From an optimization exercise on the open Yosys and OpenROAD flow, aimed at small area and a short achievable clock period; shortcuts taken in it are not production practice.

==> inputs of v28 <==
// alu_stage
module alu_stage(clk, a, b, imm, alu_src, alu_ctl, result, zero);
export LEC_CHECK = 0
export ABC_AREA = 1
export CAP_MARGIN = 20
export CORE_MARGIN = 2
export CORE_UTILIZATION = 40
export SLEW_MARGIN = 70
export SYNTH_HIERARCHICAL = 1
export SYNTH_MINIMUM_KEEP_SIZE = 0
create_clock -name core_clock -period 15.0 [get_ports {clk}]
standard.sh (not shown) runs the stock make flow with config.mk's settings and CLKGATE_MAP_FILE= SYNTH_SCRIPT=/design/flow/synth_recipe.tcl, a recipe that flattens the netlist after the stock synthesis.
==> flow/flow/run.sh <==
#!/bin/bash
# Layout flow: the standard flow (the standard.sh), except that
#  - the arithmetic primitive modules (full/half adders, Booth selectors) are
#    synthesized as the library cells given in flow/cells.v (the rest of the
#    design goes through the standard synthesis unchanged), each module kept
#    whole until the final flatten;
#  - ports are buffered with buf_4 cells;
#  - flip-flops driving many pins are upsized before the placement repair.
set -euo pipefail
python3 flow/map.py design.v flow/cells.v design_mapped.v > map.log 2>&1
bash standard.sh VERILOG_FILES="$PWD/design_mapped.v" \
  BUFFER_PORTS_ARGS="-buffer_cell sky130_fd_sc_hd__buf_4" \
  PRE_RESIZE_TCL="$PWD/flow/pre_resize.tcl" finish > standard.log 2>&1
==> flow/flow/cells.v <==
// Cell-level bodies for the design's arithmetic primitive modules. map.py puts
// these in place of the RTL bodies of the modules of the same names.
module fullAdder(cin, x, y, cout, s);
	input cin, x, y;
	output cout, s;
	sky130_fd_sc_hd__fa_1 c(.A(x), .B(y), .CIN(cin), .COUT(cout), .SUM(s));
endmodule
module halfAdder(x, y, cout, s);
	input x, y;
	output cout, s;
	sky130_fd_sc_hd__ha_1 c(.A(x), .B(y), .COUT(cout), .SUM(s));
endmodule
module boothSel(onen, twon, inv, an1, an0, pp);
	input onen, twon, inv, an1, an0;
	output pp;
	wire n;
	sky130_fd_sc_hd__o22ai_1 c0(.A1(onen), .A2(an1), .B1(twon), .B2(an0), .Y(n));
	sky130_fd_sc_hd__xor2_1 c1(.A(n), .B(inv), .X(pp));
endmodule
module boothSel0(onen, inv, an1, pp);
	input onen, inv, an1;
	output pp;
	wire n;
	sky130_fd_sc_hd__nor2_1 c0(.A(onen), .B(an1), .Y(n));
	sky130_fd_sc_hd__xor2_1 c1(.A(n), .B(inv), .X(pp));
endmodule
module gpCell(gh, ph, gl, g);
	input gh, ph, gl;
	output g;
	sky130_fd_sc_hd__a21o_1 c(.A1(ph), .A2(gl), .B1(gh), .X(g));
endmodule
module andCell(x, y, z);
	input x, y;
	output z;
	sky130_fd_sc_hd__and2_1 c(.A(x), .B(y), .X(z));
endmodule
module xorCell(x, y, z);
	input x, y;
	output z;
	sky130_fd_sc_hd__xor2_1 c(.A(x), .B(y), .X(z));
endmodule
module xnorCell(x, y, z);
	input x, y;
	output z;
	sky130_fd_sc_hd__xnor2_1 c(.A(x), .B(y), .Y(z));
endmodule
Other scripts of this flow, unchanged in this note and not shown: flow/flow/map.py, flow/flow/pre_resize.tcl
==> inputs of v24, as changes to v28 <==
--- a/flow/design.v
+++ b/flow/design.v
@@ -31,30 +31,10 @@
 module boothSel0(onen, inv, an1, pp);
 	input onen, inv, an1;
 	output pp;
 	assign pp = ~(onen | an1) ^ inv;
 endmodule
-module gpCell(gh, ph, gl, g);
-	input gh, ph, gl;
-	output g;
-	assign g = gh | (ph & gl);
-endmodule
-module andCell(x, y, z);
-	input x, y;
-	output z;
-	assign z = x & y;
-endmodule
-module xorCell(x, y, z);
-	input x, y;
-	output z;
-	assign z = x ^ y;
-endmodule
-module xnorCell(x, y, z);
-	input x, y;
-	output z;
-	assign z = ~(x ^ y);
-endmodule
 module alu_stage(clk, a, b, imm, alu_src, alu_ctl, result, zero);
 	input clk;
 	input [31:0] a, b;
 	input [9:0] imm;
 	input alu_src;
@@ -708,77 +688,32 @@
 	halfAdder hpg3(x[27], y[27], hg[3], hp[3]);
 	halfAdder hpg4(x[28], y[28], hg[4], hp[4]);
 	halfAdder hpg5(x[29], y[29], hg[5], hp[5]);
 	halfAdder hpg6(x[30], y[30], hg[6], hp[6]);
 	halfAdder hpg7(x[31], y[31], hg[7], hp[7]);
-	wire bg1_1, bp1_1;
-	gpCell bgc1_1(hg[1], hp[1], hg[0], bg1_1);
-	andCell bpc1_1(hp[1], hp[0], bp1_1);
-	wire bg1_3, bp1_3;
-	gpCell bgc1_3(hg[3], hp[3], hg[2], bg1_3);
-	andCell bpc1_3(hp[3], hp[2], bp1_3);
-	wire bg1_5, bp1_5;
-	gpCell bgc1_5(hg[5], hp[5], hg[4], bg1_5);
-	andCell bpc1_5(hp[5], hp[4], bp1_5);
-	wire bg2_2, bp2_2;
-	gpCell bgc2_2(hg[2], hp[2], bg1_1, bg2_2);
-	andCell bpc2_2(hp[2], bp1_1, bp2_2);
-	wire bg2_3, bp2_3;
-	gpCell bgc2_3(bg1_3, bp1_3, bg1_1, bg2_3);
-	andCell bpc2_3(bp1_3, bp1_1, bp2_3);
-	wire bg2_6, bp2_6;
-	gpCell bgc2_6(hg[6], hp[6], bg1_5, bg2_6);
-	andCell bpc2_6(hp[6], bp1_5, bp2_6);
-	wire bg3_4, bp3_4;
-	gpCell bgc3_4(hg[4], hp[4], bg2_3, bg3_4);
-	andCell bpc3_4(hp[4], bp2_3, bp3_4);
-	wire bg3_5, bp3_5;
-	gpCell bgc3_5(bg1_5, bp1_5, bg2_3, bg3_5);
-	andCell bpc3_5(bp1_5, bp2_3, bp3_5);
-	wire bg3_6, bp3_6;
-	gpCell bgc3_6(bg2_6, bp2_6, bg2_3, bg3_6);
-	andCell bpc3_6(bp2_6, bp2_3, bp3_6);
-	wire [6:0] bg = {bg3_6, bg3_5, bg3_4, bg2_3, bg2_2, bg1_1, hg[0]};
-	wire [6:0] bp = {bp3_6, bp3_5, bp3_4, bp2_3, bp2_2, bp1_1, hp[0]};
-	wire [7:1] heq;
-	xnorCell hz1(hp[1], hg[0] | hp[0], heq[1]);
-	xnorCell hz2(hp[2], hg[1] | hp[1], heq[2]);
-	xnorCell hz3(hp[3], hg[2] | hp[2], heq[3]);
-	xnorCell hz4(hp[4], hg[3] | hp[3], heq[4]);
-	xnorCell hz5(hp[5], hg[4] | hp[4], heq[5]);
-	xnorCell hz6(hp[6], hg[5] | hp[5], heq[6]);
-	xnorCell hz7(hp[7], hg[6] | hp[6], heq[7]);
 	reg [23:0] lo_q;
 	reg c_q;
 	reg [7:0] p_q;
-	reg [6:0] bg_q, bp_q;
-	reg zh_q;
+	reg [6:0] g_q;
 	always@(posedge clk) begin
 		lo_q <= lo[23:0];
 		c_q <= lo[24];
 		p_q <= hp;
-		bg_q <= bg;
-		bp_q <= bp;
-		zh_q <= &heq;
+		g_q <= hg[6:0];
 	end
-	wire [7:0] hcy, hi;
-	assign hcy[0] = c_q;
-	gpCell hc1(bg_q[0], bp_q[0], c_q, hcy[1]);
-	gpCell hc2(bg_q[1], bp_q[1], c_q, hcy[2]);
-	gpCell hc3(bg_q[2], bp_q[2], c_q, hcy[3]);
-	gpCell hc4(bg_q[3], bp_q[3], c_q, hcy[4]);
-	gpCell hc5(bg_q[4], bp_q[4], c_q, hcy[5]);
-	gpCell hc6(bg_q[5], bp_q[5], c_q, hcy[6]);
-	gpCell hc7(bg_q[6], bp_q[6], c_q, hcy[7]);
-	xorCell hs0(p_q[0], hcy[0], hi[0]);
-	xorCell hs1(p_q[1], hcy[1], hi[1]);
-	xorCell hs2(p_q[2], hcy[2], hi[2]);
-	xorCell hs3(p_q[3], hcy[3], hi[3]);
-	xorCell hs4(p_q[4], hcy[4], hi[4]);
-	xorCell hs5(p_q[5], hcy[5], hi[5]);
-	xorCell hs6(p_q[6], hcy[6], hi[6]);
-	xorCell hs7(p_q[7], hcy[7], hi[7]);
-	wire heq0;
-	xnorCell hz0(p_q[0], c_q, heq0);
-	assign result = {hi, lo_q};
-	assign zero = (lo_q == 24'b0) & zh_q & heq0;
+	wire hg0_0 = g_q[0] | (p_q[0] & c_q);
+	wire hg1_1 = g_q[1] | (p_q[1] & hg0_0);
+	wire hg1_3 = g_q[3] | (p_q[3] & g_q[2]);
+	wire hp1_3 = p_q[3] & p_q[2];
+	wire hg1_5 = g_q[5] | (p_q[5] & g_q[4]);
+	wire hp1_5 = p_q[5] & p_q[4];
+	wire hg2_2 = g_q[2] | (p_q[2] & hg1_1);
+	wire hg2_3 = hg1_3 | (hp1_3 & hg1_1);
+	wire hg2_6 = g_q[6] | (p_q[6] & hg1_5);
+	wire hp2_6 = p_q[6] & hp1_5;
+	wire hg3_4 = g_q[4] | (p_q[4] & hg2_3);
+	wire hg3_5 = hg1_5 | (hp1_5 & hg2_3);
+	wire hg3_6 = hg2_6 | (hp2_6 & hg2_3);
+	wire [7:0] hcy = {hg3_6, hg3_5, hg3_4, hg2_3, hg2_2, hg1_1, hg0_0, c_q};
+	assign result = {p_q ^ hcy, lo_q};
+	assign zero = (lo_q == 24'b0) & (p_q == {g_q | p_q[6:0], c_q});
 endmodule
--- a/flow/flow/cells.v
+++ b/flow/flow/cells.v
@@ -22,25 +22,5 @@
 	output pp;
 	wire n;
 	sky130_fd_sc_hd__nor2_1 c0(.A(onen), .B(an1), .Y(n));
 	sky130_fd_sc_hd__xor2_1 c1(.A(n), .B(inv), .X(pp));
 endmodule
-module gpCell(gh, ph, gl, g);
-	input gh, ph, gl;
-	output g;
-	sky130_fd_sc_hd__a21o_1 c(.A1(ph), .A2(gl), .B1(gh), .X(g));
-endmodule
-module andCell(x, y, z);
-	input x, y;
-	output z;
-	sky130_fd_sc_hd__and2_1 c(.A(x), .B(y), .X(z));
-endmodule
-module xorCell(x, y, z);
-	input x, y;
-	output z;
-	sky130_fd_sc_hd__xor2_1 c(.A(x), .B(y), .X(z));
-endmodule
-module xnorCell(x, y, z);
-	input x, y;
-	output z;
-	sky130_fd_sc_hd__xnor2_1 c(.A(x), .B(y), .Y(z));
-endmodule
==> inputs of v13, as changes to v28 <==
--- a/flow/design.v
+++ b/flow/design.v
@@ -708,77 +708,63 @@
 	halfAdder hpg3(x[27], y[27], hg[3], hp[3]);
 	halfAdder hpg4(x[28], y[28], hg[4], hp[4]);
 	halfAdder hpg5(x[29], y[29], hg[5], hp[5]);
 	halfAdder hpg6(x[30], y[30], hg[6], hp[6]);
 	halfAdder hpg7(x[31], y[31], hg[7], hp[7]);
-	wire bg1_1, bp1_1;
-	gpCell bgc1_1(hg[1], hp[1], hg[0], bg1_1);
-	andCell bpc1_1(hp[1], hp[0], bp1_1);
-	wire bg1_3, bp1_3;
-	gpCell bgc1_3(hg[3], hp[3], hg[2], bg1_3);
-	andCell bpc1_3(hp[3], hp[2], bp1_3);
-	wire bg1_5, bp1_5;
-	gpCell bgc1_5(hg[5], hp[5], hg[4], bg1_5);
-	andCell bpc1_5(hp[5], hp[4], bp1_5);
-	wire bg2_2, bp2_2;
-	gpCell bgc2_2(hg[2], hp[2], bg1_1, bg2_2);
-	andCell bpc2_2(hp[2], bp1_1, bp2_2);
-	wire bg2_3, bp2_3;
-	gpCell bgc2_3(bg1_3, bp1_3, bg1_1, bg2_3);
-	andCell bpc2_3(bp1_3, bp1_1, bp2_3);
-	wire bg2_6, bp2_6;
-	gpCell bgc2_6(hg[6], hp[6], bg1_5, bg2_6);
-	andCell bpc2_6(hp[6], bp1_5, bp2_6);
-	wire bg3_4, bp3_4;
-	gpCell bgc3_4(hg[4], hp[4], bg2_3, bg3_4);
-	andCell bpc3_4(hp[4], bp2_3, bp3_4);
-	wire bg3_5, bp3_5;
-	gpCell bgc3_5(bg1_5, bp1_5, bg2_3, bg3_5);
-	andCell bpc3_5(bp1_5, bp2_3, bp3_5);
-	wire bg3_6, bp3_6;
-	gpCell bgc3_6(bg2_6, bp2_6, bg2_3, bg3_6);
-	andCell bpc3_6(bp2_6, bp2_3, bp3_6);
-	wire [6:0] bg = {bg3_6, bg3_5, bg3_4, bg2_3, bg2_2, bg1_1, hg[0]};
-	wire [6:0] bp = {bp3_6, bp3_5, bp3_4, bp2_3, bp2_2, bp1_1, hp[0]};
-	wire [7:1] heq;
-	xnorCell hz1(hp[1], hg[0] | hp[0], heq[1]);
-	xnorCell hz2(hp[2], hg[1] | hp[1], heq[2]);
-	xnorCell hz3(hp[3], hg[2] | hp[2], heq[3]);
-	xnorCell hz4(hp[4], hg[3] | hp[3], heq[4]);
-	xnorCell hz5(hp[5], hg[4] | hp[4], heq[5]);
-	xnorCell hz6(hp[6], hg[5] | hp[5], heq[6]);
-	xnorCell hz7(hp[7], hg[6] | hp[6], heq[7]);
 	reg [23:0] lo_q;
 	reg c_q;
 	reg [7:0] p_q;
-	reg [6:0] bg_q, bp_q;
-	reg zh_q;
+	reg [6:0] g_q;
 	always@(posedge clk) begin
 		lo_q <= lo[23:0];
 		c_q <= lo[24];
 		p_q <= hp;
-		bg_q <= bg;
-		bp_q <= bp;
-		zh_q <= &heq;
+		g_q <= hg[6:0];
 	end
-	wire [7:0] hcy, hi;
-	assign hcy[0] = c_q;
-	gpCell hc1(bg_q[0], bp_q[0], c_q, hcy[1]);
-	gpCell hc2(bg_q[1], bp_q[1], c_q, hcy[2]);
-	gpCell hc3(bg_q[2], bp_q[2], c_q, hcy[3]);
-	gpCell hc4(bg_q[3], bp_q[3], c_q, hcy[4]);
-	gpCell hc5(bg_q[4], bp_q[4], c_q, hcy[5]);
-	gpCell hc6(bg_q[5], bp_q[5], c_q, hcy[6]);
-	gpCell hc7(bg_q[6], bp_q[6], c_q, hcy[7]);
+	wire hg0_0;
+	gpCell gp0_0(g_q[0], p_q[0], c_q, hg0_0);
+	wire hg1_1;
+	gpCell gp1_1(g_q[1], p_q[1], hg0_0, hg1_1);
+	wire hg1_3;
+	gpCell gp1_3(g_q[3], p_q[3], g_q[2], hg1_3);
+	wire hp1_3;
+	andCell pa1_3(p_q[3], p_q[2], hp1_3);
+	wire hg1_5;
+	gpCell gp1_5(g_q[5], p_q[5], g_q[4], hg1_5);
+	wire hp1_5;
+	andCell pa1_5(p_q[5], p_q[4], hp1_5);
+	wire hg2_2;
+	gpCell gp2_2(g_q[2], p_q[2], hg1_1, hg2_2);
+	wire hg2_3;
+	gpCell gp2_3(hg1_3, hp1_3, hg1_1, hg2_3);
+	wire hg2_6;
+	gpCell gp2_6(g_q[6], p_q[6], hg1_5, hg2_6);
+	wire hp2_6;
+	andCell pa2_6(p_q[6], hp1_5, hp2_6);
+	wire hg3_4;
+	gpCell gp3_4(g_q[4], p_q[4], hg2_3, hg3_4);
+	wire hg3_5;
+	gpCell gp3_5(hg1_5, hp1_5, hg2_3, hg3_5);
+	wire hg3_6;
+	gpCell gp3_6(hg2_6, hp2_6, hg2_3, hg3_6);
+	wire [7:0] hcy = {hg3_6, hg3_5, hg3_4, hg2_3, hg2_2, hg1_1, hg0_0, c_q};
+	wire [7:0] hi, heq;
+	wire [7:0] he = {g_q | p_q[6:0], c_q};
 	xorCell hs0(p_q[0], hcy[0], hi[0]);
 	xorCell hs1(p_q[1], hcy[1], hi[1]);
 	xorCell hs2(p_q[2], hcy[2], hi[2]);
 	xorCell hs3(p_q[3], hcy[3], hi[3]);
 	xorCell hs4(p_q[4], hcy[4], hi[4]);
 	xorCell hs5(p_q[5], hcy[5], hi[5]);
 	xorCell hs6(p_q[6], hcy[6], hi[6]);
 	xorCell hs7(p_q[7], hcy[7], hi[7]);
-	wire heq0;
-	xnorCell hz0(p_q[0], c_q, heq0);
+	xnorCell hz0(p_q[0], he[0], heq[0]);
+	xnorCell hz1(p_q[1], he[1], heq[1]);
+	xnorCell hz2(p_q[2], he[2], heq[2]);
+	xnorCell hz3(p_q[3], he[3], heq[3]);
+	xnorCell hz4(p_q[4], he[4], heq[4]);
+	xnorCell hz5(p_q[5], he[5], heq[5]);
+	xnorCell hz6(p_q[6], he[6], heq[6]);
+	xnorCell hz7(p_q[7], he[7], heq[7]);
 	assign result = {hi, lo_q};
-	assign zero = (lo_q == 24'b0) & zh_q & heq0;
+	assign zero = (lo_q == 24'b0) & (&heq);
 endmodule
==> qor summary <==
| item | v24 | v28 | v13 |
|---|---|---|---|
| Run status | timing/DRC/antenna clean | timing/DRC/antenna clean | timing/DRC/antenna clean |
| FF-to-FF Start | onen_q[1] | onen_q[1] | onen_q[0] |
| Minimum setup slack among reg-to-reg paths | 10.22 ns | 9.81 ns | 10.23 ns |
| Post-synthesis share of cell area spent on xor and xnor gates | 15.4% | 15.8% | 16.0% |
| TritonRoute pass-1 iters | 5 | 6 | 5 |
| Share of the yosys chip area belonging to registers | 18.7% | 19.3% | 18.7% |
| Count of non-CTS inverters in the layout | 151 | 146 | 146 |
| Met1 track demand over resource in global routing | 35.4% | 35.9% | 35.4% |
| Clk Latency, worst-skew pair | 0.46 ns | 0.48 ns | 0.46 ns |
| Period utilisation layout | 36.5% | 34.6% | 33.9% |
| Area of the mapped netlist | 16,400 sq um | 16,600 sq um | 16,400 sq um |
| Cell Count Post-Placement | 2,491 | 2,494 | 2,477 |
| CP Capture Type | output port | flip-flop | output port |
| Critical path's slowest cell | sky130_fd_sc_hd__dfxtp_1 | sky130_fd_sc_hd__fa_1 | sky130_fd_sc_hd__dfxtp_1 |
| Full die area | 42,600 sq um | 43,200 sq um | 42,600 sq um |
| Core area | 40,600 sq um | 40,900 sq um | 40,600 sq um |
| Post-Synthesis Cells | 1,831 | 1,832 | 1,811 |
| Met3 wirelength from detailed routing | 4.83 mm | 5.20 mm | 4.93 mm |
| Final std cells w/o fill | 2,524 | 2,526 | 2,510 |
| Post-detailed-route via-to-cell ratio | 5.70 | 5.69 | 5.68 |
| Final-layout worst hold slack | 0.754 ns | 0.735 ns | 0.669 ns |
| Minimum setup slack in the final design | 9.53 ns | 9.81 ns | 9.91 ns |
| Starting density of the core | 40.3% | 40.6% | 40.3% |
| Synth-to-layout area growth | 15.1% | 15.3% | 15.5% |
| Fraction of area in clock buffers and inverters | 3.14% | 3.02% | 3.23% |
No run of this note included a check of the RTL's function; only the layout flow was run.

-- port drivers added, routing unchanged --
In the flow no input, the clock included, has a driving cell. The finished layouts below were timed again as built, in two steps. Step 1 assumes that a clkbuf_16 drives the clock port and a buf_2 every other input. Step 2 moves the port delays by t, midway between the first and last clock arrival at a register: inputs arrive t later, outputs are due t later. That takes back most of the time a late clock gives input paths. Three values: ideal ports, drivers, drivers and shift; two values: the first two.
run	shift t [ns]	slack for setup (ns)	worst setup path at the end
v28	0.521	9.810 / 9.810 / 9.810	register to register
v24	0.506	9.532 / 9.481 / 9.987	register to output
v13	0.507	9.913 / 9.862 / 10.233	register to register
After both steps every run listed still meets setup and hold.
